Context: an optimization exercise on an open-source flow, tuned for small area and a short achievable clock period. The choices shown serve that exercise and are no tape-out recipe.
In this exercise RTL edits were held to simulation tests only and were not proved equivalent to the original.
Power and IR drop assume default switching activity.

## flow/flow/run.sh

```bash
#!/bin/bash
set -euo pipefail
export BUFFER_PORTS_ARGS="-buffer_cell sky130_fd_sc_hd__buf_4"
bash standard.sh finish > standard.log 2>&1
```

## flow/standard.sh

```bash
#!/bin/bash
# synth_recipe.tcl (not shown) runs the flow's synth.tcl, then flattens the netlist and writes it again
# the make line also repeats each setting of config.mk as NAME=value (left out here)
make -C /OpenROAD-flow-scripts/flow DESIGN_CONFIG=/design/flow/config.mk WORK_HOME=/design/flow/orfs CLKGATE_MAP_FILE= SYNTH_SCRIPT=/design/flow/synth_recipe.tcl "${@:-finish}"
```

## flow/config.mk

```make
export PLATFORM = sky130hd
export DESIGN_NAME = DilatedCausal1DConv
export DESIGN_NICKNAME = DilatedCausal1DConv
export VERILOG_FILES = /design/flow/design.v
export SDC_FILE = /design/flow/constraint.sdc
export NUM_CORES = 4
export LEC_CHECK = 0
export CAP_MARGIN = 20
export CORE_MARGIN = 2
export CORE_UTILIZATION = 55
export CTS_BUF_LIST = sky130_fd_sc_hd__clkbuf_8
export PLACE_DENSITY = 0.65
export SETUP_SLACK_MARGIN = 2.5
export SLEW_MARGIN = 20
export SYNTH_HIERARCHICAL = 1
export TNS_END_PERCENT = 0
```

## flow/constraint.sdc

```tcl
create_clock -name core_clock -period 7.0 [get_ports {clk}]
set_input_delay 1.4000 -clock core_clock [delete_from_list [all_inputs] [get_ports {clk}]]
set_output_delay 1.4000 -clock core_clock [all_outputs]
set_load 0.01 [all_outputs]
```

## flow/design.v

```verilog
module DilatedCausal1DConv (
    input clk,
    input reset,
    input wire [127:0] x,
    output wire [127:0] y,
    input h_write,
    input [7:0] h_index_channel,
    input [7:0] h_index_filter,
    input [7:0] h_value
);
    reg [39:0] xd [0:15];      
    reg [23:0] h [0:15];       
    reg [24:0] rv [0:15];   
    wire [24:0] rn [0:15];
    integer i;
    always @(posedge clk or posedge reset) begin
        if (reset) begin
            for (i = 0; i < 16; i = i + 1) xd[i] <= 40'd0;
        end else begin
            for (i = 0; i < 16; i = i + 1) xd[i] <= {xd[i][31:0], x[8*i +: 8]};
        end
    end
    localparam [23:0] HINV = {8'd3, 8'd2, 8'd1};
    wire wr_ok = h_write && (h_index_channel[7:4] == 4'd0);
    always @(posedge clk or posedge reset) begin
        if (reset) begin
            for (i = 0; i < 16; i = i + 1) h[i] <= 24'd0;
        end else begin
            for (i = 0; i < 16; i = i + 1) begin
                if (wr_ok && h_index_channel[3:0] == i && h_index_filter == 8'd0) h[i][7:0]   <= h_value ^ HINV[7:0];
                if (wr_ok && h_index_channel[3:0] == i && h_index_filter == 8'd1) h[i][15:8]  <= h_value ^ HINV[15:8];
                if (wr_ok && h_index_channel[3:0] == i && h_index_filter == 8'd2) h[i][23:16] <= h_value ^ HINV[23:16];
            end
        end
    end
    always @(posedge clk or posedge reset) begin
        if (reset) begin
            for (i = 0; i < 16; i = i + 1) rv[i] <= 25'b0000000000000000000111111;
        end else begin
            for (i = 0; i < 16; i = i + 1) rv[i] <= rn[i];
        end
    end
    genvar c;
    generate
        for (c = 0; c < 16; c = c + 1) begin : ch
            dc_mac u_mac (
                .a0(xd[c][7:0]), .a1(xd[c][23:16]), .a2(xd[c][39:32]),
                .b0(h[c][7:0]), .b1(h[c][15:8]), .b2(h[c][23:16]),
                .r(rn[c])
            );
            dc_out u_out (.r(rv[c]), .y(y[8*c +: 8]));
        end
    endgenerate
endmodule
module dc_mac (
    input  [7:0] a0, a1, a2,
    input  [7:0] b0, b1, b2,
    output [24:0] r
);
    wire p1 = ~(a0[0] & ~b0[0]);
    wire p2 = ~(a0[0] & b0[1]);
    wire p3 = ~(a0[0] & b0[2]);
    wire p4 = ~(a0[0] & b0[3]);
    wire p5 = ~(a0[0] & b0[4]);
    wire p6 = ~(a0[0] & b0[5]);
    wire p7 = ~(a0[0] & b0[6]);
    wire p8 = a0[0] & b0[7];
    wire p9 = ~(a0[1] & ~b0[0]);
    wire p10 = ~(a0[1] & b0[1]);
    wire p11 = ~(a0[1] & b0[2]);
    wire p12 = ~(a0[1] & b0[3]);
    wire p13 = ~(a0[1] & b0[4]);
    wire p14 = ~(a0[1] & b0[5]);
    wire p15 = ~(a0[1] & b0[6]);
    wire p16 = a0[1] & b0[7];
    wire p17 = ~(a0[2] & ~b0[0]);
    wire p18 = ~(a0[2] & b0[1]);
    wire p19 = ~(a0[2] & b0[2]);
    wire p20 = ~(a0[2] & b0[3]);
    wire p21 = ~(a0[2] & b0[4]);
    wire p22 = ~(a0[2] & b0[5]);
    wire p23 = ~(a0[2] & b0[6]);
    wire p24 = a0[2] & b0[7];
    wire p25 = ~(a0[3] & ~b0[0]);
    wire p26 = ~(a0[3] & b0[1]);
    wire p27 = ~(a0[3] & b0[2]);
    wire p28 = ~(a0[3] & b0[3]);
    wire p29 = ~(a0[3] & b0[4]);
    wire p30 = ~(a0[3] & b0[5]);
    wire p31 = ~(a0[3] & b0[6]);
    wire p32 = a0[3] & b0[7];
    wire p33 = ~(a0[4] & ~b0[0]);
    wire p34 = ~(a0[4] & b0[1]);
    wire p35 = ~(a0[4] & b0[2]);
    wire p36 = ~(a0[4] & b0[3]);
    wire p37 = ~(a0[4] & b0[4]);
    wire p38 = ~(a0[4] & b0[5]);
    wire p39 = ~(a0[4] & b0[6]);
    wire p40 = a0[4] & b0[7];
    wire p41 = ~(a0[5] & ~b0[0]);
    wire p42 = ~(a0[5] & b0[1]);
    wire p43 = ~(a0[5] & b0[2]);
    wire p44 = ~(a0[5] & b0[3]);
    wire p45 = ~(a0[5] & b0[4]);
    wire p46 = ~(a0[5] & b0[5]);
    wire p47 = ~(a0[5] & b0[6]);
    wire p48 = a0[5] & b0[7];
    wire p49 = ~(a0[6] & ~b0[0]);
    wire p50 = ~(a0[6] & b0[1]);
    wire p51 = ~(a0[6] & b0[2]);
    wire p52 = ~(a0[6] & b0[3]);
    wire p53 = ~(a0[6] & b0[4]);
    wire p54 = ~(a0[6] & b0[5]);
    wire p55 = ~(a0[6] & b0[6]);
    wire p56 = a0[6] & b0[7];
    wire p57 = a0[7] & ~b0[0];
    wire p58 = a0[7] & b0[1];
    wire p59 = a0[7] & b0[2];
    wire p60 = a0[7] & b0[3];
    wire p61 = a0[7] & b0[4];
    wire p62 = a0[7] & b0[5];
    wire p63 = a0[7] & b0[6];
    wire p64 = ~(a0[7] & b0[7]);
    wire p65 = ~(a1[0] & b1[0]);
    wire p66 = ~(a1[0] & ~b1[1]);
    wire p67 = ~(a1[0] & b1[2]);
    wire p68 = ~(a1[0] & b1[3]);
    wire p69 = ~(a1[0] & b1[4]);
    wire p70 = ~(a1[0] & b1[5]);
    wire p71 = ~(a1[0] & b1[6]);
    wire p72 = a1[0] & b1[7];
    wire p73 = ~(a1[1] & b1[0]);
    wire p74 = ~(a1[1] & ~b1[1]);
    wire p75 = ~(a1[1] & b1[2]);
    wire p76 = ~(a1[1] & b1[3]);
    wire p77 = ~(a1[1] & b1[4]);
    wire p78 = ~(a1[1] & b1[5]);
    wire p79 = ~(a1[1] & b1[6]);
    wire p80 = a1[1] & b1[7];
    wire p81 = ~(a1[2] & b1[0]);
    wire p82 = ~(a1[2] & ~b1[1]);
    wire p83 = ~(a1[2] & b1[2]);
    wire p84 = ~(a1[2] & b1[3]);
    wire p85 = ~(a1[2] & b1[4]);
    wire p86 = ~(a1[2] & b1[5]);
    wire p87 = ~(a1[2] & b1[6]);
    wire p88 = a1[2] & b1[7];
    wire p89 = ~(a1[3] & b1[0]);
    wire p90 = ~(a1[3] & ~b1[1]);
    wire p91 = ~(a1[3] & b1[2]);
    wire p92 = ~(a1[3] & b1[3]);
    wire p93 = ~(a1[3] & b1[4]);
    wire p94 = ~(a1[3] & b1[5]);
    wire p95 = ~(a1[3] & b1[6]);
    wire p96 = a1[3] & b1[7];
    wire p97 = ~(a1[4] & b1[0]);
    wire p98 = ~(a1[4] & ~b1[1]);
    wire p99 = ~(a1[4] & b1[2]);
    wire p100 = ~(a1[4] & b1[3]);
    wire p101 = ~(a1[4] & b1[4]);
    wire p102 = ~(a1[4] & b1[5]);
    wire p103 = ~(a1[4] & b1[6]);
    wire p104 = a1[4] & b1[7];
    wire p105 = ~(a1[5] & b1[0]);
    wire p106 = ~(a1[5] & ~b1[1]);
    wire p107 = ~(a1[5] & b1[2]);
    wire p108 = ~(a1[5] & b1[3]);
    wire p109 = ~(a1[5] & b1[4]);
    wire p110 = ~(a1[5] & b1[5]);
    wire p111 = ~(a1[5] & b1[6]);
    wire p112 = a1[5] & b1[7];
    wire p113 = ~(a1[6] & b1[0]);
    wire p114 = ~(a1[6] & ~b1[1]);
    wire p115 = ~(a1[6] & b1[2]);
    wire p116 = ~(a1[6] & b1[3]);
    wire p117 = ~(a1[6] & b1[4]);
    wire p118 = ~(a1[6] & b1[5]);
    wire p119 = ~(a1[6] & b1[6]);
    wire p120 = a1[6] & b1[7];
    wire p121 = a1[7] & b1[0];
    wire p122 = a1[7] & ~b1[1];
    wire p123 = a1[7] & b1[2];
    wire p124 = a1[7] & b1[3];
    wire p125 = a1[7] & b1[4];
    wire p126 = a1[7] & b1[5];
    wire p127 = a1[7] & b1[6];
    wire p128 = ~(a1[7] & b1[7]);
    wire p129 = ~(a2[0] & ~b2[0]);
    wire p130 = ~(a2[0] & ~b2[1]);
    wire p131 = ~(a2[0] & b2[2]);
    wire p132 = ~(a2[0] & b2[3]);
    wire p133 = ~(a2[0] & b2[4]);
    wire p134 = ~(a2[0] & b2[5]);
    wire p135 = ~(a2[0] & b2[6]);
    wire p136 = a2[0] & b2[7];
    wire p137 = ~(a2[1] & ~b2[0]);
    wire p138 = ~(a2[1] & ~b2[1]);
    wire p139 = ~(a2[1] & b2[2]);
    wire p140 = ~(a2[1] & b2[3]);
    wire p141 = ~(a2[1] & b2[4]);
    wire p142 = ~(a2[1] & b2[5]);
    wire p143 = ~(a2[1] & b2[6]);
    wire p144 = a2[1] & b2[7];
    wire p145 = ~(a2[2] & ~b2[0]);
    wire p146 = ~(a2[2] & ~b2[1]);
    wire p147 = ~(a2[2] & b2[2]);
    wire p148 = ~(a2[2] & b2[3]);
    wire p149 = ~(a2[2] & b2[4]);
    wire p150 = ~(a2[2] & b2[5]);
    wire p151 = ~(a2[2] & b2[6]);
    wire p152 = a2[2] & b2[7];
    wire p153 = ~(a2[3] & ~b2[0]);
    wire p154 = ~(a2[3] & ~b2[1]);
    wire p155 = ~(a2[3] & b2[2]);
    wire p156 = ~(a2[3] & b2[3]);
    wire p157 = ~(a2[3] & b2[4]);
    wire p158 = ~(a2[3] & b2[5]);
    wire p159 = ~(a2[3] & b2[6]);
    wire p160 = a2[3] & b2[7];
    wire p161 = ~(a2[4] & ~b2[0]);
    wire p162 = ~(a2[4] & ~b2[1]);
    wire p163 = ~(a2[4] & b2[2]);
    wire p164 = ~(a2[4] & b2[3]);
    wire p165 = ~(a2[4] & b2[4]);
    wire p166 = ~(a2[4] & b2[5]);
    wire p167 = ~(a2[4] & b2[6]);
    wire p168 = a2[4] & b2[7];
    wire p169 = ~(a2[5] & ~b2[0]);
    wire p170 = ~(a2[5] & ~b2[1]);
    wire p171 = ~(a2[5] & b2[2]);
    wire p172 = ~(a2[5] & b2[3]);
    wire p173 = ~(a2[5] & b2[4]);
    wire p174 = ~(a2[5] & b2[5]);
    wire p175 = ~(a2[5] & b2[6]);
    wire p176 = a2[5] & b2[7];
    wire p177 = ~(a2[6] & ~b2[0]);
    wire p178 = ~(a2[6] & ~b2[1]);
    wire p179 = ~(a2[6] & b2[2]);
    wire p180 = ~(a2[6] & b2[3]);
    wire p181 = ~(a2[6] & b2[4]);
    wire p182 = ~(a2[6] & b2[5]);
    wire p183 = ~(a2[6] & b2[6]);
    wire p184 = a2[6] & b2[7];
    wire p185 = a2[7] & ~b2[0];
    wire p186 = a2[7] & ~b2[1];
    wire p187 = a2[7] & b2[2];
    wire p188 = a2[7] & b2[3];
    wire p189 = a2[7] & b2[4];
    wire p190 = a2[7] & b2[5];
    wire p191 = a2[7] & b2[6];
    wire p192 = ~(a2[7] & b2[7]);
    wire s193, c194;
    dc_fa u194 (.a(p1), .b(p65), .c(p129), .s(s193), .co(c194));
    wire s195, c196;
    dc_fa u196 (.a(p2), .b(p9), .c(p66), .s(s195), .co(c196));
    wire s197, c198;
    dc_fa u198 (.a(p73), .b(p130), .c(p137), .s(s197), .co(c198));
    wire s199, c200;
    dc_fa u200 (.a(c194), .b(s195), .c(s197), .s(s199), .co(c200));
    wire s201, c202;
    dc_fa u202 (.a(p3), .b(p10), .c(p17), .s(s201), .co(c202));
    wire s203, c204;
    dc_fa u204 (.a(p67), .b(p74), .c(p81), .s(s203), .co(c204));
    wire s205, c206;
    dc_fa u206 (.a(p131), .b(p138), .c(p145), .s(s205), .co(c206));
    wire s207, c208;
    dc_fa u208 (.a(c196), .b(c198), .c(s201), .s(s207), .co(c208));
    wire s209, c210;
    dc_fa u210 (.a(s203), .b(s205), .c(c200), .s(s209), .co(c210));
    wire s211, c212;
    dc_fa u212 (.a(s207), .b(s209), .c(1'b1), .s(s211), .co(c212));
    wire s213, c214;
    dc_fa u214 (.a(p4), .b(p11), .c(p18), .s(s213), .co(c214));
    wire s215, c216;
    dc_fa u216 (.a(p25), .b(p68), .c(p75), .s(s215), .co(c216));
    wire s217, c218;
    dc_fa u218 (.a(p82), .b(p89), .c(p132), .s(s217), .co(c218));
    wire s219, c220;
    dc_fa u220 (.a(p139), .b(p146), .c(p153), .s(s219), .co(c220));
    wire s221, c222;
    dc_fa u222 (.a(c202), .b(c204), .c(c206), .s(s221), .co(c222));
    wire s223, c224;
    dc_fa u224 (.a(s213), .b(s215), .c(s217), .s(s223), .co(c224));
    wire s225, c226;
    dc_fa u226 (.a(s219), .b(c208), .c(s221), .s(s225), .co(c226));
    wire s227, c228;
    dc_fa u228 (.a(s223), .b(c210), .c(s225), .s(s227), .co(c228));
    wire s229, c230;
    dc_fa u230 (.a(c212), .b(s227), .c(1'b1), .s(s229), .co(c230));
    wire s231, c232;
    dc_fa u232 (.a(p5), .b(p12), .c(p19), .s(s231), .co(c232));
    wire s233, c234;
    dc_fa u234 (.a(p26), .b(p33), .c(p69), .s(s233), .co(c234));
    wire s235, c236;
    dc_fa u236 (.a(p76), .b(p83), .c(p90), .s(s235), .co(c236));
    wire s237, c238;
    dc_fa u238 (.a(p97), .b(p133), .c(p140), .s(s237), .co(c238));
    wire s239, c240;
    dc_fa u240 (.a(p147), .b(p154), .c(p161), .s(s239), .co(c240));
    wire s241, c242;
    dc_fa u242 (.a(c214), .b(c216), .c(c218), .s(s241), .co(c242));
    wire s243, c244;
    dc_fa u244 (.a(c220), .b(s231), .c(s233), .s(s243), .co(c244));
    wire s245, c246;
    dc_fa u246 (.a(s235), .b(s237), .c(s239), .s(s245), .co(c246));
    wire s247, c248;
    dc_fa u248 (.a(c222), .b(c224), .c(s241), .s(s247), .co(c248));
    wire s249, c250;
    dc_fa u250 (.a(s243), .b(s245), .c(c226), .s(s249), .co(c250));
    wire s251, c252;
    dc_fa u252 (.a(s247), .b(c228), .c(s249), .s(s251), .co(c252));
    wire s253, c254;
    dc_fa u254 (.a(c230), .b(s251), .c(1'b1), .s(s253), .co(c254));
    wire s255, c256;
    dc_fa u256 (.a(p6), .b(p13), .c(p20), .s(s255), .co(c256));
    wire s257, c258;
    dc_fa u258 (.a(p27), .b(p34), .c(p41), .s(s257), .co(c258));
    wire s259, c260;
    dc_fa u260 (.a(p70), .b(p77), .c(p84), .s(s259), .co(c260));
    wire s261, c262;
    dc_fa u262 (.a(p91), .b(p98), .c(p105), .s(s261), .co(c262));
    wire s263, c264;
    dc_fa u264 (.a(p134), .b(p141), .c(p148), .s(s263), .co(c264));
    wire s265, c266;
    dc_fa u266 (.a(p155), .b(p162), .c(p169), .s(s265), .co(c266));
    wire s267, c268;
    dc_fa u268 (.a(c232), .b(c234), .c(c236), .s(s267), .co(c268));
    wire s269, c270;
    dc_fa u270 (.a(c238), .b(c240), .c(s255), .s(s269), .co(c270));
    wire s271, c272;
    dc_fa u272 (.a(s257), .b(s259), .c(s261), .s(s271), .co(c272));
    wire s273, c274;
    dc_fa u274 (.a(s263), .b(s265), .c(c242), .s(s273), .co(c274));
    wire s275, c276;
    dc_fa u276 (.a(c244), .b(c246), .c(s267), .s(s275), .co(c276));
    wire s277, c278;
    dc_fa u278 (.a(s269), .b(s271), .c(c248), .s(s277), .co(c278));
    wire s279, c280;
    dc_fa u280 (.a(s273), .b(s275), .c(c250), .s(s279), .co(c280));
    wire s281, c282;
    dc_fa u282 (.a(s277), .b(c252), .c(s279), .s(s281), .co(c282));
    wire s283, c284;
    dc_fa u284 (.a(c254), .b(s281), .c(1'b1), .s(s283), .co(c284));
    wire s285, c286;
    dc_fa u286 (.a(p7), .b(p14), .c(p21), .s(s285), .co(c286));
    wire s287, c288;
    dc_fa u288 (.a(p28), .b(p35), .c(p42), .s(s287), .co(c288));
    wire s289, c290;
    dc_fa u290 (.a(p49), .b(p71), .c(p78), .s(s289), .co(c290));
    wire s291, c292;
    dc_fa u292 (.a(p85), .b(p92), .c(p99), .s(s291), .co(c292));
    wire s293, c294;
    dc_fa u294 (.a(p106), .b(p113), .c(p135), .s(s293), .co(c294));
    wire s295, c296;
    dc_fa u296 (.a(p142), .b(p149), .c(p156), .s(s295), .co(c296));
    wire s297, c298;
    dc_fa u298 (.a(p163), .b(p170), .c(p177), .s(s297), .co(c298));
    wire s299, c300;
    dc_fa u300 (.a(c256), .b(c258), .c(c260), .s(s299), .co(c300));
    wire s301, c302;
    dc_fa u302 (.a(c262), .b(c264), .c(c266), .s(s301), .co(c302));
    wire s303, c304;
    dc_fa u304 (.a(s285), .b(s287), .c(s289), .s(s303), .co(c304));
    wire s305, c306;
    dc_fa u306 (.a(s291), .b(s293), .c(s295), .s(s305), .co(c306));
    wire s307, c308;
    dc_fa u308 (.a(s297), .b(c268), .c(c270), .s(s307), .co(c308));
    wire s309, c310;
    dc_fa u310 (.a(c272), .b(s299), .c(s301), .s(s309), .co(c310));
    wire s311, c312;
    dc_fa u312 (.a(s303), .b(s305), .c(c274), .s(s311), .co(c312));
    wire s313, c314;
    dc_fa u314 (.a(c276), .b(s307), .c(s309), .s(s313), .co(c314));
    wire s315, c316;
    dc_fa u316 (.a(c278), .b(s311), .c(s313), .s(s315), .co(c316));
    wire s317, c318;
    dc_fa u318 (.a(c280), .b(s315), .c(c282), .s(s317), .co(c318));
    wire s319, c320;
    dc_fa u320 (.a(p8), .b(p15), .c(p22), .s(s319), .co(c320));
    wire s321, c322;
    dc_fa u322 (.a(p29), .b(p36), .c(p43), .s(s321), .co(c322));
    wire s323, c324;
    dc_fa u324 (.a(p50), .b(p57), .c(p72), .s(s323), .co(c324));
    wire s325, c326;
    dc_fa u326 (.a(p79), .b(p86), .c(p93), .s(s325), .co(c326));
    wire s327, c328;
    dc_fa u328 (.a(p100), .b(p107), .c(p114), .s(s327), .co(c328));
    wire s329, c330;
    dc_fa u330 (.a(p121), .b(p136), .c(p143), .s(s329), .co(c330));
    wire s331, c332;
    dc_fa u332 (.a(p150), .b(p157), .c(p164), .s(s331), .co(c332));
    wire s333, c334;
    dc_fa u334 (.a(p171), .b(p178), .c(p185), .s(s333), .co(c334));
    wire s335, c336;
    dc_fa u336 (.a(c286), .b(c288), .c(c290), .s(s335), .co(c336));
    wire s337, c338;
    dc_fa u338 (.a(c292), .b(c294), .c(c296), .s(s337), .co(c338));
    wire s339, c340;
    dc_fa u340 (.a(c298), .b(s319), .c(s321), .s(s339), .co(c340));
    wire s341, c342;
    dc_fa u342 (.a(s323), .b(s325), .c(s327), .s(s341), .co(c342));
    wire s343, c344;
    dc_fa u344 (.a(s329), .b(s331), .c(s333), .s(s343), .co(c344));
    wire s345, c346;
    dc_fa u346 (.a(c300), .b(c302), .c(c304), .s(s345), .co(c346));
    wire s347, c348;
    dc_fa u348 (.a(c306), .b(s335), .c(s337), .s(s347), .co(c348));
    wire s349, c350;
    dc_fa u350 (.a(s339), .b(s341), .c(s343), .s(s349), .co(c350));
    wire s351, c352;
    dc_fa u352 (.a(c308), .b(c310), .c(s345), .s(s351), .co(c352));
    wire s353, c354;
    dc_fa u354 (.a(s347), .b(s349), .c(c312), .s(s353), .co(c354));
    wire s355, c356;
    dc_fa u356 (.a(c314), .b(s351), .c(s353), .s(s355), .co(c356));
    wire s357, c358;
    dc_fa u358 (.a(c316), .b(s355), .c(1'b1), .s(s357), .co(c358));
    wire s359, c360;
    dc_ha u360 (.a(p16), .b(p23), .s(s359), .co(c360));
    wire s361, c362;
    dc_fa u362 (.a(p30), .b(p37), .c(p44), .s(s361), .co(c362));
    wire s363, c364;
    dc_fa u364 (.a(p51), .b(p58), .c(p80), .s(s363), .co(c364));
    wire s365, c366;
    dc_fa u366 (.a(p87), .b(p94), .c(p101), .s(s365), .co(c366));
    wire s367, c368;
    dc_fa u368 (.a(p108), .b(p115), .c(p122), .s(s367), .co(c368));
    wire s369, c370;
    dc_fa u370 (.a(p144), .b(p151), .c(p158), .s(s369), .co(c370));
    wire s371, c372;
    dc_fa u372 (.a(p165), .b(p172), .c(p179), .s(s371), .co(c372));
    wire s373, c374;
    dc_fa u374 (.a(p186), .b(c320), .c(c322), .s(s373), .co(c374));
    wire s375, c376;
    dc_fa u376 (.a(c324), .b(c326), .c(c328), .s(s375), .co(c376));
    wire s377, c378;
    dc_fa u378 (.a(c330), .b(c332), .c(c334), .s(s377), .co(c378));
    wire s379, c380;
    dc_fa u380 (.a(s359), .b(s361), .c(s363), .s(s379), .co(c380));
    wire s381, c382;
    dc_fa u382 (.a(s365), .b(s367), .c(s369), .s(s381), .co(c382));
    wire s383, c384;
    dc_fa u384 (.a(s371), .b(c336), .c(c338), .s(s383), .co(c384));
    wire s385, c386;
    dc_fa u386 (.a(c340), .b(c342), .c(c344), .s(s385), .co(c386));
    wire s387, c388;
    dc_fa u388 (.a(s373), .b(s375), .c(s377), .s(s387), .co(c388));
    wire s389, c390;
    dc_fa u390 (.a(s379), .b(s381), .c(c346), .s(s389), .co(c390));
    wire s391, c392;
    dc_fa u392 (.a(c348), .b(s383), .c(c350), .s(s391), .co(c392));
    wire s393, c394;
    dc_fa u394 (.a(s385), .b(s387), .c(c352), .s(s393), .co(c394));
    wire s395, c396;
    dc_fa u396 (.a(s389), .b(s391), .c(c354), .s(s395), .co(c396));
    wire s397, c398;
    dc_fa u398 (.a(s393), .b(c356), .c(s395), .s(s397), .co(c398));
    wire s399, c400;
    dc_ha u400 (.a(p24), .b(p31), .s(s399), .co(c400));
    wire s401, c402;
    dc_fa u402 (.a(p38), .b(p45), .c(p52), .s(s401), .co(c402));
    wire s403, c404;
    dc_fa u404 (.a(p59), .b(p88), .c(p95), .s(s403), .co(c404));
    wire s405, c406;
    dc_fa u406 (.a(p102), .b(p109), .c(p116), .s(s405), .co(c406));
    wire s407, c408;
    dc_fa u408 (.a(p123), .b(p152), .c(p159), .s(s407), .co(c408));
    wire s409, c410;
    dc_fa u410 (.a(p166), .b(p173), .c(p180), .s(s409), .co(c410));
    wire s411, c412;
    dc_fa u412 (.a(p187), .b(c360), .c(c362), .s(s411), .co(c412));
    wire s413, c414;
    dc_fa u414 (.a(c364), .b(c366), .c(c368), .s(s413), .co(c414));
    wire s415, c416;
    dc_fa u416 (.a(c370), .b(c372), .c(s399), .s(s415), .co(c416));
    wire s417, c418;
    dc_fa u418 (.a(s401), .b(s403), .c(s405), .s(s417), .co(c418));
    wire s419, c420;
    dc_fa u420 (.a(s407), .b(s409), .c(c374), .s(s419), .co(c420));
    wire s421, c422;
    dc_fa u422 (.a(c376), .b(c378), .c(c380), .s(s421), .co(c422));
    wire s423, c424;
    dc_fa u424 (.a(c382), .b(s411), .c(s413), .s(s423), .co(c424));
    wire s425, c426;
    dc_fa u426 (.a(s415), .b(s417), .c(c384), .s(s425), .co(c426));
    wire s427, c428;
    dc_fa u428 (.a(c386), .b(c388), .c(s419), .s(s427), .co(c428));
    wire s429, c430;
    dc_fa u430 (.a(s421), .b(s423), .c(c390), .s(s429), .co(c430));
    wire s431, c432;
    dc_fa u432 (.a(s425), .b(c392), .c(s427), .s(s431), .co(c432));
    wire s433, c434;
    dc_fa u434 (.a(c394), .b(s429), .c(s431), .s(s433), .co(c434));
    wire s435, c436;
    dc_fa u436 (.a(c396), .b(s433), .c(1'b1), .s(s435), .co(c436));
    wire s437, c438;
    dc_fa u438 (.a(p32), .b(p39), .c(p46), .s(s437), .co(c438));
    wire s439, c440;
    dc_fa u440 (.a(p53), .b(p60), .c(p96), .s(s439), .co(c440));
    wire s441, c442;
    dc_fa u442 (.a(p103), .b(p110), .c(p117), .s(s441), .co(c442));
    wire s443, c444;
    dc_fa u444 (.a(p124), .b(p160), .c(p167), .s(s443), .co(c444));
    wire s445, c446;
    dc_fa u446 (.a(p174), .b(p181), .c(p188), .s(s445), .co(c446));
    wire s447, c448;
    dc_fa u448 (.a(c400), .b(c402), .c(c404), .s(s447), .co(c448));
    wire s449, c450;
    dc_fa u450 (.a(c406), .b(c408), .c(c410), .s(s449), .co(c450));
    wire s451, c452;
    dc_fa u452 (.a(s437), .b(s439), .c(s441), .s(s451), .co(c452));
    wire s453, c454;
    dc_fa u454 (.a(s443), .b(s445), .c(c412), .s(s453), .co(c454));
    wire s455, c456;
    dc_fa u456 (.a(c414), .b(c416), .c(c418), .s(s455), .co(c456));
    wire s457, c458;
    dc_fa u458 (.a(s447), .b(s449), .c(s451), .s(s457), .co(c458));
    wire s459, c460;
    dc_fa u460 (.a(c420), .b(c422), .c(c424), .s(s459), .co(c460));
    wire s461, c462;
    dc_fa u462 (.a(s453), .b(s455), .c(s457), .s(s461), .co(c462));
    wire s463, c464;
    dc_fa u464 (.a(c426), .b(c428), .c(s459), .s(s463), .co(c464));
    wire s465, c466;
    dc_fa u466 (.a(s461), .b(c430), .c(c432), .s(s465), .co(c466));
    wire s467, c468;
    dc_fa u468 (.a(s463), .b(c434), .c(s465), .s(s467), .co(c468));
    wire s469, c470;
    dc_fa u470 (.a(p40), .b(p47), .c(p54), .s(s469), .co(c470));
    wire s471, c472;
    dc_fa u472 (.a(p61), .b(p104), .c(p111), .s(s471), .co(c472));
    wire s473, c474;
    dc_fa u474 (.a(p118), .b(p125), .c(p168), .s(s473), .co(c474));
    wire s475, c476;
    dc_fa u476 (.a(p175), .b(p182), .c(p189), .s(s475), .co(c476));
    wire s477, c478;
    dc_fa u478 (.a(c438), .b(c440), .c(c442), .s(s477), .co(c478));
    wire s479, c480;
    dc_fa u480 (.a(c444), .b(c446), .c(s469), .s(s479), .co(c480));
    wire s481, c482;
    dc_fa u482 (.a(s471), .b(s473), .c(s475), .s(s481), .co(c482));
    wire s483, c484;
    dc_fa u484 (.a(c448), .b(c450), .c(c452), .s(s483), .co(c484));
    wire s485, c486;
    dc_fa u486 (.a(s477), .b(s479), .c(s481), .s(s485), .co(c486));
    wire s487, c488;
    dc_fa u488 (.a(c454), .b(c456), .c(c458), .s(s487), .co(c488));
    wire s489, c490;
    dc_fa u490 (.a(s483), .b(s485), .c(c460), .s(s489), .co(c490));
    wire s491, c492;
    dc_fa u492 (.a(c462), .b(s487), .c(c464), .s(s491), .co(c492));
    wire s493, c494;
    dc_fa u494 (.a(s489), .b(c466), .c(s491), .s(s493), .co(c494));
    wire s495, c496;
    dc_fa u496 (.a(p48), .b(p55), .c(p62), .s(s495), .co(c496));
    wire s497, c498;
    dc_fa u498 (.a(p112), .b(p119), .c(p126), .s(s497), .co(c498));
    wire s499, c500;
    dc_fa u500 (.a(p176), .b(p183), .c(p190), .s(s499), .co(c500));
    wire s501, c502;
    dc_fa u502 (.a(c470), .b(c472), .c(c474), .s(s501), .co(c502));
    wire s503, c504;
    dc_fa u504 (.a(c476), .b(s495), .c(s497), .s(s503), .co(c504));
    wire s505, c506;
    dc_fa u506 (.a(s499), .b(c478), .c(c480), .s(s505), .co(c506));
    wire s507, c508;
    dc_fa u508 (.a(c482), .b(s501), .c(s503), .s(s507), .co(c508));
    wire s509, c510;
    dc_fa u510 (.a(c484), .b(c486), .c(s505), .s(s509), .co(c510));
    wire s511, c512;
    dc_fa u512 (.a(s507), .b(c488), .c(s509), .s(s511), .co(c512));
    wire s513, c514;
    dc_fa u514 (.a(c490), .b(s511), .c(c492), .s(s513), .co(c514));
    wire s515, c516;
    dc_fa u516 (.a(p56), .b(p63), .c(p120), .s(s515), .co(c516));
    wire s517, c518;
    dc_fa u518 (.a(p127), .b(p184), .c(p191), .s(s517), .co(c518));
    wire s519, c520;
    dc_fa u520 (.a(c496), .b(c498), .c(c500), .s(s519), .co(c520));
    wire s521, c522;
    dc_fa u522 (.a(s515), .b(s517), .c(c502), .s(s521), .co(c522));
    wire s523, c524;
    dc_fa u524 (.a(c504), .b(s519), .c(c506), .s(s523), .co(c524));
    wire s525, c526;
    dc_fa u526 (.a(s521), .b(c508), .c(c510), .s(s525), .co(c526));
    wire s527, c528;
    dc_fa u528 (.a(s523), .b(c512), .c(s525), .s(s527), .co(c528));
    wire s529, c530;
    dc_fa u530 (.a(p64), .b(p128), .c(p192), .s(s529), .co(c530));
    wire s531, c532;
    dc_fa u532 (.a(c516), .b(c518), .c(s529), .s(s531), .co(c532));
    wire s533, c534;
    dc_fa u534 (.a(c520), .b(s531), .c(c522), .s(s533), .co(c534));
    wire s535, c536;
    dc_fa u536 (.a(c524), .b(s533), .c(c526), .s(s535), .co(c536));
    wire s537 = ~c530;
    wire s538 = ~(s537 ^ c532);
    wire s539 = ~(s538 ^ c534);
    wire s540 = ~(s539 ^ c536);
    wire pp541, gg542;
    dc_xor u542 (.a(c284), .b(s317), .y(pp541));
    dc_nor u543 (.a(c284), .b(s317), .y(gg542));
    wire pp544, gg545;
    dc_xor u545 (.a(c318), .b(s357), .y(pp544));
    dc_nor u546 (.a(c318), .b(s357), .y(gg545));
    wire pp547, gg548;
    dc_xor u548 (.a(c358), .b(s397), .y(pp547));
    dc_nor u549 (.a(c358), .b(s397), .y(gg548));
    wire pp550, gg551;
    dc_xor u551 (.a(c398), .b(s435), .y(pp550));
    dc_nor u552 (.a(c398), .b(s435), .y(gg551));
    wire pp553, gg554;
    dc_xor u554 (.a(c436), .b(s467), .y(pp553));
    dc_nor u555 (.a(c436), .b(s467), .y(gg554));
    wire pp556, gg557;
    dc_xor u557 (.a(c468), .b(s493), .y(pp556));
    dc_nor u558 (.a(c468), .b(s493), .y(gg557));
    wire pp559, gg560;
    dc_xor u560 (.a(c494), .b(s513), .y(pp559));
    dc_nor u561 (.a(c494), .b(s513), .y(gg560));
    wire pp562, gg563;
    dc_xor u563 (.a(c514), .b(s527), .y(pp562));
    dc_nor u564 (.a(c514), .b(s527), .y(gg563));
    wire pp565, gg566;
    dc_xor u566 (.a(c528), .b(s535), .y(pp565));
    dc_nor u567 (.a(c528), .b(s535), .y(gg566));
    assign r = {~s540, gg566, pp565, gg563, pp562, gg560, pp559, gg557, pp556, gg554, pp553, gg551, pp550, gg548, pp547, gg545, pp544, gg542, pp541, s283, s253, s229, s211, s199, s193};
endmodule
module dc_out (
    input  [24:0] r,
    output [7:0] y
);
    wire [15:0] g = {1'b0, r[23], r[21], r[19], r[17], r[15], r[13], r[11], r[9], r[7], 1'b0, 1'b0, 1'b0, 1'b0, 1'b0, 1'b0};
    wire [15:0] p = {r[24], r[22], r[20], r[18], r[16], r[14], r[12], r[10], r[8], r[6], ~r[5], ~r[4], ~r[3], ~r[2], ~r[1], ~r[0]};
    wire [15:0] t = {r[24], (r[22] | r[23]), (r[20] | r[21]), (r[18] | r[19]), (r[16] | r[17]), (r[14] | r[15]), (r[12] | r[13]), (r[10] | r[11]), (r[8] | r[9]), (r[6] | r[7]), ~r[5], ~r[4], ~r[3], ~r[2], ~r[1], ~r[0]};
    wire [7:0] cy;
    wire c15, ir;
    assign cy[0] = 1'b0;
    assign cy[1] = (g[0]);
    assign cy[2] = (g[1]) | (g[0] & p[1]);
    assign cy[3] = (g[2]) | (g[1] & p[2]) | (g[0] & p[1] & p[2]);
    assign cy[4] = (g[3]) | (g[2] & p[3]) | (g[1] & p[2] & p[3]) | (g[0] & p[1] & p[2] & p[3]);
    assign cy[5] = (g[4]) | (g[3] & p[4]) | (g[2] & p[3] & p[4]) | (g[1] & p[2] & p[3] & p[4]) | (g[0] & p[1] & p[2] & p[3] & p[4]);
    assign cy[6] = (g[5]) | (g[4] & p[5]) | (g[3] & p[4] & p[5]) | (g[2] & p[3] & p[4] & p[5]) | (g[1] & p[2] & p[3] & p[4] & p[5]) | (g[0] & p[1] & p[2] & p[3] & p[4] & p[5]);
    assign cy[7] = (g[6]) | (g[5] & p[6]) | (g[4] & p[5] & p[6]) | (g[3] & p[4] & p[5] & p[6]) | (g[2] & p[3] & p[4] & p[5] & p[6]) | (g[1] & p[2] & p[3] & p[4] & p[5] & p[6]) | (g[0] & p[1] & p[2] & p[3] & p[4] & p[5] & p[6]);
    wire gh = (g[14]) | (g[13] & p[14]) | (g[12] & p[13] & p[14]) | (g[11] & p[12] & p[13] & p[14]) | (g[10] & p[11] & p[12] & p[13] & p[14]) | (g[9] & p[10] & p[11] & p[12] & p[13] & p[14]) | (g[8] & p[9] & p[10] & p[11] & p[12] & p[13] & p[14]) | (g[7] & p[8] & p[9] & p[10] & p[11] & p[12] & p[13] & p[14]);
    wire ph = &p[14:7];
    assign c15 = gh | (ph & cy[7]);
    wire c7 = cy[7];
    wire e0 = (p[7] ~^ 1'b0) & (p[8] ~^ t[7]) & (p[9] ~^ t[8]) & (p[10] ~^ t[9]) & (p[11] ~^ t[10]) & (p[12] ~^ t[11]) & (p[13] ~^ t[12]) & (p[14] ~^ t[13]) & (p[15] ~^ t[14]);
    wire e1 = &p[15:7];
    wire e2 = (p[7] ~^ 1'b0) & (p[8] ^ t[7]) & (p[9] ^ g[8]) & (p[10] ^ g[9]) & (p[11] ^ g[10]) & (p[12] ^ g[11]) & (p[13] ^ g[12]) & (p[14] ^ g[13]) & (p[15] ^ g[14]);
    assign ir = c7 ? (e1 | e2) : (e0 | e1);
    wire [7:0] s8 = p[7:0] ^ cy[7:0];
    wire sg = p[15] ^ c15;
    assign y = ir ? s8 : {sg, {7{~sg}}};
endmodule
module dc_fa (input a, input b, input c, output s, output co);
    assign s = a ^ b ^ c;
    assign co = (a & b) | (a & c) | (b & c);
endmodule
module dc_ha (input a, input b, output s, output co);
    assign s = a ^ b;
    assign co = a & b;
endmodule
module dc_xor (input a, input b, output y);
    assign y = a ^ b;
endmodule
module dc_nor (input a, input b, output y);
    assign y = ~(a | b);
endmodule
```

==> reports/results.txt, run 1 <==
Syn-to-layout area delta: 7.31%
Htree depth: 5
Max Clock Skew: 0.0636 ns
Sw Pwr: 7.48 mW
Worst path max stage delay: 0.48 ns
Worst slew pin tran: 1.13 ns
CP arrival: 3.21 ns
Non-Filler Instances: 12949
Sw frac: 31.4%
Max-slew violations: 0
Longest Clk Path Bufs: 4
Worst-path clk slew: 0.06 ns
Chip height: 478 um
Vias in the first global route: 85335
Post-synth top flop: dfrtp_1
Required time of the critical path: 5.60 ns
Setup TNS: 0 ns
Fin nets: 12741
WL met1: 124000 um
First-pass GRT wire length: 505000 um
Floorplan core area: 0.224 mm2
Via count: 74380
Minimum period implied by the final worst setup slack: 4.61 ns
Max-cap violation count: 0
Relative slew slack: 25.0%
Smallest hold slack: 0.308 ns
Highest metal used: met5
Crit Path Max Fanout: 8
Vias per Instance: 5.74
Power Dens Cells: 179 mW/mm2
Commonest non-fill, non-tap cells in the layout: 2720 x fa_1, 2032 x nand2_1, 1320 x dfrtp_1, 609 x and2_1, 451 x nand2b_1
Fraction of layout cells with a size suffix above 1: 13.5%
Largest net degree at the start of global routing: 152
DRC Markers: 0
DIE AREA: 0.229 mm2
Initial antenna violation count: 29
Hold Crit Class: reg -> reg
Hold-fix buffers, CTS: 0
Worst reg2reg startpoint: xd[11][2]$_DFF_PP0_
Met2 routed WL: 152000 um
HPWL after detailed placement: 245000 um
Flops & latches, synth: 1424
Total length of routed wires: 315000 um
Part of the Yosys area used for sequential elements: 28.9%
CTS Sinks: 1424
Die Width: 478 um
GP Congestion: 0.959
Count of final setup violators: 0
Tot GR Track Use: 29.1%
Internal power: 16.3 mW
DR iter-0 viols: 5877
Inst Count DP: 12434
CTS root buf: clkbuf_8
Leakage: 46.4 nW
Drt pass-1 iters: 5
Clock power share: 36.1%
Num CTS Buffers: 275
Post-route clock period utilization: 65.9%
Synth unique cells: 56
Worst-Skew Late Latency: 1.08 ns
Setup crit end: y[80]
Flop pwr share: 42.0%
Commonest non-fill, non-tap cell in the layout: fa_1
Fmax: 217 MHz
Drt wl/cell: 24.3 um
Status: no timing/DRC/antenna violations
Worst vdd ir: 0.000215 V
Gr ovfl total: 0
RSZ-0062 raised after global routing: yes
Port Buffers: 282
Slowest-stage cell, CP: dfrtp_2
Initial core utilization: 55.2%
CTS tree: built
Startpoint types: flop
# IOs: 283
Worst flop-to-flop path endpoint: rv[11][12]$_DFF_PP0_
Overall power: 23.8 mW
Rows: 174
Met3 WL: 22200 um
Crit path cell chain: o21a_1 -> o21ai_1 -> a2111oi_4 -> a211oi_4 -> buf_12 -> mux2i_4 -> buf_4
Crit path capture type: output port
Syn Std Cell Area: 0.124 mm2
Cells after Synth: 9671
Reg2reg setup slack: 2.43 ns
Ys async rst share: 100%
Number of synthesized flops with an enable pin: 0
Worst Setup SP: rv[10][8]$_DFF_PP0_
Logic pwr share: 21.9%
Final Hold Vio Count: 0
Reg2Reg Depth: 9
Syn_area_per_cell: 12.8 um2
Antenna viol nets, final: 0
Ys Warns: 13
WS Path Type: reg -> out
==> routing by layer <==
metal  GRT usage, %  up-vias
met3           4.97      867
met1           39.9    40159
met4           13.8       20
met5              0        -
met2           45.9     3073
li1               -    30261
==> Yosys cell counts, types with 5 or more instances <==
cell       number  area, um2
mux2i_1       134       1340
nor3_1         52        260
nand4_1        51        319
fa_1         2720      54500
nand2_1      2032       7630
buf_4         387       2910
clkbuf_1       45        169
and4_1         18        158
mux2_4         23        345
and2_1        609       3810
o211ai_1       16        120
a22oi_1        16        120
nor2b_1        84        526
nor4b_1        34        298
o21ai_1        16       80.1
conb_1         16       60.1
mux2_2        308       3470
dfstp_2        96       2520
o41a_1         16        180
nor2_1        231        867
a211oi_4       16        320
nand2_2        30        188
nand2b_1      451       2820
a211oi_1       16        120
nor4_1         16        100
xnor2_1        48        420
o21ai_0       148        741
dfrtp_1      1328      33200
nand3_4         9        158
buf_2         184        921
mux2_1          5       56.3
a31o_2         16        140
xor2_1        192       1680
ha_1          128       1600
o21a_1         64        480
a221oi_1       16        140
a2111oi_2      16        240
nor4b_2        16        240
inv_1          39        146
==> power groups by stage <==
| stage | Sequential, mW | Combinational [mW] | Clock [mW] |
|---|---|---|---|
| finish | 10.0 | 5.22 | 8.59 |
| CTS | 9.96 | 5.24 | 8.83 |
| floorplan | 9.73 | 4.09 | 0 |
| detailed placement | 10.1 | 4.90 | 0 |
| global route | 10.1 | 5.77 | 9.21 |
| global placement | 10.0 | 4.78 | 0 |
==> registers in the layout (all words and copies together), names as in the netlist <==
register  flops
h           384
rv          400
xd          640
==> stage by stage <==
stage | utilization (%) | setup slack [ns] | area, um2
final | 59.2 | 2.39 | 133000
after global routing | 59.2 | 2.26 | 133000
after CTS | 59.1 | 2.32 | 132000
after detailed placement | 56.3 | 2.44 | 126000
after global placement | 56.3 | 2.43 | 126000
after floorplan | - | -14.03 | 124000
==> per-module statistics from Yosys (local to each module, per instance) <==
module | flip-flops and latches | cells | times used | area (um2)
DilatedCausal1DConv | 1424 | 2039 | 1 | 41200
dc_mac | 0 | 231 | 16 | 1160
dc_out | 0 | 56 | 16 | 453
dc_fa | 0 | 1 | 2720 | 20.0
dc_ha | 0 | 1 | 32 | 12.5
dc_xor | 0 | 1 | 144 | 8.76
dc_nor | 0 | 1 | 144 | 3.75
==> layout make-up <==
type | instances | area [um2]
Antenna cell | 18 | 45.0
Clock buffer | 344 | 4730
Clock inverter | 134 | 918
Fill cell | 17955 | 91500
Inverter | 39 | 150
Multi-Input combinational cell | 7665 | 84600
Sequential cell | 1424 | 35800
Tap cell | 2992 | 3740
Timing Repair Buffer | 333 | 2750
==> critical path, delay by kind of cell, from the launching register on <==
kind	cells	cell delay (ns)
compound gates	4	0.90
buf+inv	2	0.38
flops	1	0.48
mux	1	0.36
==> kinds of logic (layout without fill, tap and decap cells) <==
family	after synthesis	count (layout)	share of synthesized area (%)
adder cells (fa/ha/maj)	2848	2848	45.3
other	16	114	0.0486
flip-flops	1424	1424	28.9
XOR/XNOR	240	240	1.70
buffers and inverters	662	850	3.42
AND/OR/NAND/NOR	3655	3655	14.2
multiplexers	470	470	4.21
AO/OA/AOI/OAI	356	356	2.17
==> how the worst min path moves through the flow <==
stage | startpoint | to | slack, ns | depth (start not counted)
2_1_floorplan | xd[0][8]$_DFF_PP0_ | xd[0][16]$_DFF_PP0_ | 0.33 | 0
3_3_place_gp | xd[2][9]$_DFF_PP0_ | xd[2][17]$_DFF_PP0_ | 0.33 | 0
3_5_place_dp | xd[0][26]$_DFF_PP0_ | xd[0][34]$_DFF_PP0_ | 0.33 | 0
4_1_cts | xd[11][26]$_DFF_PP0_ | xd[11][34]$_DFF_PP0_ | 0.30 | 0
5_1_grt | xd[10][14]$_DFF_PP0_ | xd[10][22]$_DFF_PP0_ | 0.31 | 0
6_report | xd[10][14]$_DFF_PP0_ | xd[10][22]$_DFF_PP0_ | 0.31 | 0
==> timing repair <==
action / in CTS / in global routing
buffers inserted: 9 / 10
resized for setup: 75 / 30
pin swaps: 11 / 9
endpoints found under the setup margin: 142 / 214
==> run 2: changes to the inputs <==
==> flow/flow/run.sh (replaced) <==
#!/bin/bash
set -euo pipefail
export BUFFER_PORTS_ARGS="-buffer_cell sky130_fd_sc_hd__buf_2"
bash standard.sh finish > standard.log 2>&1
--- a/flow/config.mk
+++ b/flow/config.mk
@@ -7,10 +7,9 @@
 export LEC_CHECK = 0
 export CAP_MARGIN = 20
 export CORE_MARGIN = 2
-export CORE_UTILIZATION = 55
-export CTS_BUF_LIST = sky130_fd_sc_hd__clkbuf_8
-export PLACE_DENSITY = 0.65
-export SETUP_SLACK_MARGIN = 2.5
+export CORE_UTILIZATION = 60
+export PLACE_DENSITY = 0.7
+export SETUP_SLACK_MARGIN = 2.7
 export SLEW_MARGIN = 20
 export SYNTH_HIERARCHICAL = 1
 export TNS_END_PERCENT = 0
==> reports/results.txt, run 2 <==
Commonest non-fill, non-tap cell in the layout: fa_1
Setup WS pre-CTS: 2.48 ns
Setup slack after layout: 2.59 ns
Htree depth: 4
Fin area: 0.133 mm2
Highest metal used: met5
Largest net degree at the start of global routing: 154
CP arrival: 5.11 ns
DIE AREA: 0.210 mm2
Worst vdd ir: 0.000263 V
CP dominant cell by count: fa_1
Most frequent cell after synthesis: fa_1
Crit path capture type: flop
Flops & latches, synth: 1424
Cells after Synth: 9671
Total length of routed wires: 310000 um
Num CTS Buffers: 162
CTS tree: built
Gr ovfl total: 0
Met3 WL: 21700 um
# IOs: 283
Initial antenna violation count: 34
Post-synth top flop: dfrtp_1
Power Dens Cells: 179 mW/mm2
# fillers: 15241
GP Congestion: 0.953
Vias per Instance: 5.88
Status: no timing/DRC/antenna violations
Rows: 166
Crit Path Max Fanout: 8
Fmax: 227 MHz
Required time of the critical path: 7.70 ns
Slowest-stage cell, CP: fa_1
Hold Crit Class: reg -> reg
Port Buffers: 282
CTS Sinks: 1424
Worst path max stage delay: 0.58 ns
Final Hold Vio Count: 0
Drt pass-1 iters: 5
Antenna viol nets, final: 0
Syn-to-layout area delta: 7.28%
Post-route clock period utilization: 63.0%
Chip height: 458 um
WL met1: 119000 um
HPWL after detailed placement: 242000 um
DR iter-0 viols: 5862
Part of the Yosys area used for sequential elements: 28.9%
Syn_area_per_cell: 12.8 um2
Via count: 73666
Vias in the first global route: 84183
WS Path Type: reg -> reg
Met2 routed WL: 153000 um
Top post-synthesis cells by area: fa_1 44%, dfrtp_1 27%, nand2_1 6.2%
Max reg flops: 640
Top Registers: xd x640, rv x400, h x384
Floorplan core area: 0.205 mm2
Number of synthesized flops with an enable pin: 0
Longest Clk Path Bufs: 3
DRC Markers: 0
DP Area: 0.125 mm2
Area leader, netlist: fa_1
Ys async rst share: 100%
CTS root buf: clkbuf_16
Tot GR Track Use: 31.3%
Commonest non-fill, non-tap cells in the layout: 2712 x fa_1, 2032 x nand2_1, 837 x dfrtp_1, 609 x and2_1, 491 x dfrtp_2
Worst-path clk slew: 0.06 ns
Max-slew violations: 0
Max Clock Skew: 0.0300 ns
Worst slew pin tran: 1.16 ns
Post-synth top area share: 44.0%
First-pass GRT wire length: 496000 um
Worst reg2reg startpoint: xd[1][32]$_DFF_PP0_
Syn Std Cell Area: 0.124 mm2
Synth cell count leaders: 2720 x fa_1, 2032 x nand2_1, 1328 x dfrtp_1
Worst-Skew Late Latency: 0.84 ns
Count of final setup violators: 0
Fin nets: 12677
Max-cap violation count: 0
Leakage: 45.4 nW
Setup TNS: 0 ns
Drt wl/cell: 24.7 um
Worst Setup SP: xd[1][32]$_DFF_PP0_
Startpoint types: flop
Relative slew slack: 22.5%
Fraction of layout cells with a size suffix above 1: 17.9%
Synth unique cells: 56
Ys Warns: 13
Min-delay src: xd[2][12]$_DFF_PP0_
Minimum period implied by the final worst setup slack: 4.41 ns
Top reg by flops: xd
RSZ-0062 raised after global routing: yes
Die Width: 458 um
Initial core utilization: 60.4%
Crit path cell chain: and2_1 -> fa_1 -> fa_1 -> fa_1 -> fa_1 -> fa_1 -> fa_1 -> fa_1 -> xor2_1
## run 2: changes by cell type in the layout (fill, tap and decap cells not counted), sizes merged
cell / delta
diode: +1
clkinv: +6
bufinv: +9
clkbuf: -117
buf: +44
clkinvlp: +2
inv: -70
## run 2: what timing repair did
item,in CTS,in global routing
buffers inserted,21,43
gates resized for setup,103,488
pin swaps,10,12
setup endpoints to repair,251,352
hold buffers,0,0
## run 2: worst paths after layout
path / to / slack, ns / cells past startpoint
max: rv[1][12]$_DFF_PP0_ / 2.59 / 9
min: xd[2][20]$_DFF_PP0_ / 0.34 / 0
max reg2reg: rv[1][12]$_DFF_PP0_ / 2.59 / 9
min reg2reg: xd[2][20]$_DFF_PP0_ / 0.34 / 0
max in group asynchronous: xd[9][3]$_DFF_PP0_ / 4.64 / 4
min in group asynchronous: xd[3][2]$_DFF_PP0_ / 0.75 / 2
## run 2: layer usage
layer / GRT usage [%] / vias up
li1: - / 30105
met2: 50.2 / 2967
met5: 0 / -
met1: 42.4 / 39844
met4: 14.5 / 12
met3: 5.21 / 738
## run 2: through the flow
step | hold WS, ns | cells | utilization (%) | power, mW
after floorplan | 0.331 | 9751 | - | 13.8
after global placement | 0.331 | 12134 | 61.1 | 14.4
after detailed placement | 0.335 | 12134 | 61.1 | 14.5
after CTS | 0.332 | 12458 | 64.2 | 24.0
after global routing | 0.340 | 12516 | 64.8 | 25.0
final | 0.337 | 12520 | 64.8 | 23.8
## run 2: cell type report
| class | instances | area [um2] | share of cell area, % |
|---|---|---|---|
| multi-input combinational | 7665 | 84500 | 63.7 |
| sequential | 1424 | 36400 | 27.4 |
| clock buffer | 222 | 4660 | 3.51 |
| tap | 2688 | 3360 | 2.53 |
| timing repair buffer | 382 | 2490 | 1.87 |
| clock inverter | 81 | 1090 | 0.821 |
| inverter | 39 | 150 | 0.113 |
| antenna | 19 | 47.5 | 0.0358 |
## run 2: power by group
group	leakage [nW]	switching (mW)	internal, mW
registers	16.7	0.925	9.04
clock network	2.78	3.67	5.44
logic	25.9	2.57	2.17
## run 2: Yosys stat by module, one instance, submodules excluded
module	cell area, um2	copies in the design	flip-flops and latches
dc_fa	20.0	2720	0
dc_xor	8.76	144	0
dc_nor	3.75	144	0
dc_ha	12.5	32	0
dc_mac	1160	16	0
DilatedCausal1DConv	41200	1	1424
dc_out	453	16	0
## run 2: logic make-up after synthesis
| logic type | share of synthesized area [%] |
|---|---|
| compound gates | 2.17 |
| other cells | 0.0486 |
| simple gates | 14.2 |
| buf+inv | 3.42 |
| flops | 28.9 |
| fa+ha+maj | 45.3 |
| mux | 4.21 |
| xor+xnor | 1.70 |
## run 2: worst max-delay path, delay by kind of cell, from the launching register on
family	cells	cell delay, ns
adders and majority gates	7	3.44
DFF	1	0.47
and+or+nand+nor	1	0.22
xor gates and xnor gates	1	0.18
==> run 3: changes to the inputs <==
--- a/flow/config.mk
+++ b/flow/config.mk
@@ -7,9 +7,9 @@
 export LEC_CHECK = 0
 export CAP_MARGIN = 20
 export CORE_MARGIN = 2
-export CORE_UTILIZATION = 60
-export PLACE_DENSITY = 0.7
-export SETUP_SLACK_MARGIN = 2.7
+export CORE_UTILIZATION = 65
+export PLACE_DENSITY = 0.75
+export SETUP_SLACK_MARGIN = 2.8
 export SLEW_MARGIN = 20
 export SYNTH_HIERARCHICAL = 1
 export TNS_END_PERCENT = 0
==> reports/results.txt, run 3 <==
Status: no timing/DRC/antenna violations
DR iter-0 viols: 6168
HPWL after detailed placement: 241000 um
Smallest hold slack: 0.324 ns
Syn Std Cell Area: 0.124 mm2
DP Area: 0.125 mm2
Vias per Instance: 6.03
Mux share of post-synthesis cell area: 4.21%
Commonest non-fill, non-tap cells in the layout: 2629 x fa_1, 2031 x nand2_1, 700 x dfrtp_2, 628 x dfrtp_1, 609 x and2_1
First-pass GRT wire length: 497000 um
Crit Path Max Fanout: 6
Syn_area_per_cell: 12.8 um2
Top reg by flops: xd
Worst slew pin tran: 1.20 ns
Drt wl/cell: 25.2 um
Reg2Reg Depth: 12
Worst Hold Path EP: xd[12][33]$_DFF_PP0_
Startpoint types: flop
Rows: 160
Longest Clk Path Bufs: 3
Top post-synthesis cells by area: fa_1 44%, dfrtp_1 27%, nand2_1 6.2%
Initial core utilization: 65.2%
WS Path Type: reg -> reg
Post-synth top area share: 44.0%
Post-Synth XOR/XNOR Area: 1.70%
Gr ovfl total: 0
Largest net degree at the start of global routing: 154
Ys async rst share: 100%
Max-slew violations: 0
Top Registers: xd x640, rv x400, h x384
GP Congestion: 0.977
Area leader, netlist: fa_1
Cells after Synth: 9671
Worst-Skew Late Latency: 0.85 ns
Highest metal used: met5
Post-layout util: 71.2%
Compound-Gate Fraction of Synth Area: 2.17%
Minimum period implied by the final worst setup slack: 4.36 ns
Ys Warns: 13
CTS Sinks: 1424
Synth cell count leaders: 2720 x fa_1, 2032 x nand2_1, 1328 x dfrtp_1
CTS root buf: clkbuf_16
Leakage: 46.2 nW
Post-synthesis simple-gate area fraction: 14.2%
Non-Filler Instances: 12535
Fmax: 229 MHz
Commonest non-fill, non-tap cell in the layout: fa_1
Met3 WL: 24100 um
Vias in the first global route: 84925
Reg2reg setup slack: 2.64 ns
Met2 routed WL: 155000 um
Worst-path clk slew: 0.07 ns
Syn-to-layout area delta: 9.09%
Fraction of layout cells with a size suffix above 1: 22.7%
Part of the Yosys area used for sequential elements: 28.9%
Antenna viol nets, final: 0
Relative slew slack: 20.2%
Crit path capture type: flop
Die Width: 440 um
Worst vdd ir: 0.000268 V
CP arrival: 5.09 ns
Post-synthesis adder-cell area fraction: 45.3%
Chip height: 440 um
RSZ-0062 raised after global routing: yes
Htree depth: 4
Worst reg2reg startpoint: xd[8][0]$_DFF_PP0_
Count of final setup violators: 0
Drt pass-1 iters: 5
Setup TNS: 0 ns
Floorplan core area: 0.190 mm2
Max-cap violation count: 0
Hold path depth: 0
Post-route clock period utilization: 62.4%
Synth unique cells: 56
Required time of the critical path: 7.73 ns
Via count: 75572
Hold Crit Class: reg -> reg
# IOs: 283
Max reg flops: 640
Fin area: 0.135 mm2
Fin nets: 12867
WL met1: 118000 um
Most frequent cell after synthesis: fa_1
DIE AREA: 0.194 mm2
DRC Markers: 0
Worst flop-to-flop path endpoint: rv[8][8]$_DFF_PP0_
Worst Setup SP: xd[8][0]$_DFF_PP0_
Max Clock Skew: 0.0319 ns
Port Buffers: 282
Total length of routed wires: 316000 um
Number of synthesized flops with an enable pin: 0
Post-synth top flop: dfrtp_1
Flops & latches, synth: 1424
Final Hold Vio Count: 0
Inst Count DP: 11954
CTS tree: built
Power Dens Cells: 180 mW/mm2
Num CTS Buffers: 161
Tot GR Track Use: 34.3%
Initial antenna violation count: 25
Min-delay src: xd[12][25]$_DFF_PP0_
Largest family of logic cells by synthesized area: adder cells
==> run 3: how the worst max path moves through the flow <==
stage | to | slack [ns] | cells past startpoint
finish | rv[8][8]$_DFF_PP0_ | 2.64 | 12
floorplan | h[0][0]$_DFFE_PP0P_ | -14.03 | 1
CTS | y[87] | 2.62 | 7
global placement | rv[11][12]$_DFF_PP0_ | 2.53 | 9
global route | rv[8][8]$_DFF_PP0_ | 2.55 | 12
detailed placement | rv[10][12]$_DFF_PP0_ | 2.47 | 9
==> run 3: area by class of cell <==
cell class,count,area [um2]
multi-input cells,7665,85100
diodes,26,65.1
clock buffers,203,4430
well taps,2511,3140
repair buffers,573,4060
clock inverters,94,1320
inverters,39,150
fillers,12962,54600
flip-flops and latches,1424,36600
==> run 3: metrics by stage <==
stage	setup slack, ns	power, mW
2_1_floorplan	-14.03	13.8
3_3_place_gp	2.53	14.4
3_5_place_dp	2.47	14.5
4_1_cts	2.62	24.2
5_1_grt	2.55	25.4
6_report	2.64	24.2
==> run 3: per-layer routing <==
layer	GRT usage, %	up-vias
met3	5.84	929
met4	17.4	12
met1	46.2	40659
met2	54.6	3486
li1	-	30486
met5	0	-
==> run 3: Yosys stat by module (local to each module, per instance), a selection <==
module               flops+latches  cells inside
dc_fa                            0             1
dc_out                           0            56
dc_nor                           0             1
dc_ha                            0             1
DilatedCausal1DConv           1424          2039
dc_mac                           0           231
==> run 3: worst max-delay path, stage by stage, from the launching register on <==
cell	delay [ns]
dfrtp_2	0.46
buf_4	0.16
buf_4	0.11
buf_4	0.10
nand2_1	0.07
fa_1	0.46
fa_1	0.44
fa_1	0.38
fa_1	0.41
fa_1	0.54
fa_1	0.44
fa_1	0.50
xor2_1	0.18
==> run 3: where the power goes <==
group,internal (mW),total [mW],switching (mW)
logic,2.40,5.12,2.72
registers,9.05,9.99,0.940
clock network,5.37,9.13,3.75
total,16.8,24.2,7.42
==> run 3: repair_timing <==
item	CTS	global route
resized for setup	496	443
endpoints found under the setup margin	323	379
setup buffers	60	198
pin swaps	23	48
hold buffers	0	0
==> run 3: logic make-up (layout without fill, tap and decap cells) <==
| group | Yosys count | count (layout) |
|---|---|---|
| DFF | 1424 | 1424 |
| other | 16 | 122 |
| AOI/OAI and AO/OA | 356 | 356 |
| xor gates and xnor gates | 240 | 240 |
| buffers and inverters | 662 | 909 |
| and+or+nand+nor | 3655 | 3655 |
| adders and majority gates | 2848 | 2848 |
| muxes | 470 | 470 |

==> port drivers added, routing unchanged <==
In the flow no input, the clock included, has a driving cell. The finished layouts below were timed again as built, in two steps. Step 1 sets driving cells, clkbuf_16 on the clock port and buf_2 on the other inputs (assumed; they add their load-dependent delay and slew). Step 2 also shifts input and output timing later by t, the mid clock arrival at the registers, as if the neighbouring blocks saw the same clock. Slacks: no drivers / after step 1 / after step 2; pairs: no drivers / after step 1.
run | t (ns) | slack for setup (ns) | worst setup path at the end | slew at the worst register clock pin (ns)
run 1 | 1.130 | 2.386 / 2.299 / 2.425 | register to register | 0.07 / 0.07
run 2 | 0.905 | 2.589 / 2.527 / 2.589 | register to register | 0.07 / 0.07
run 3 | 0.932 | 2.635 / 2.556 / 2.635 | register to register | 0.07 / 0.07
After both steps setup and hold are still met in every run listed.
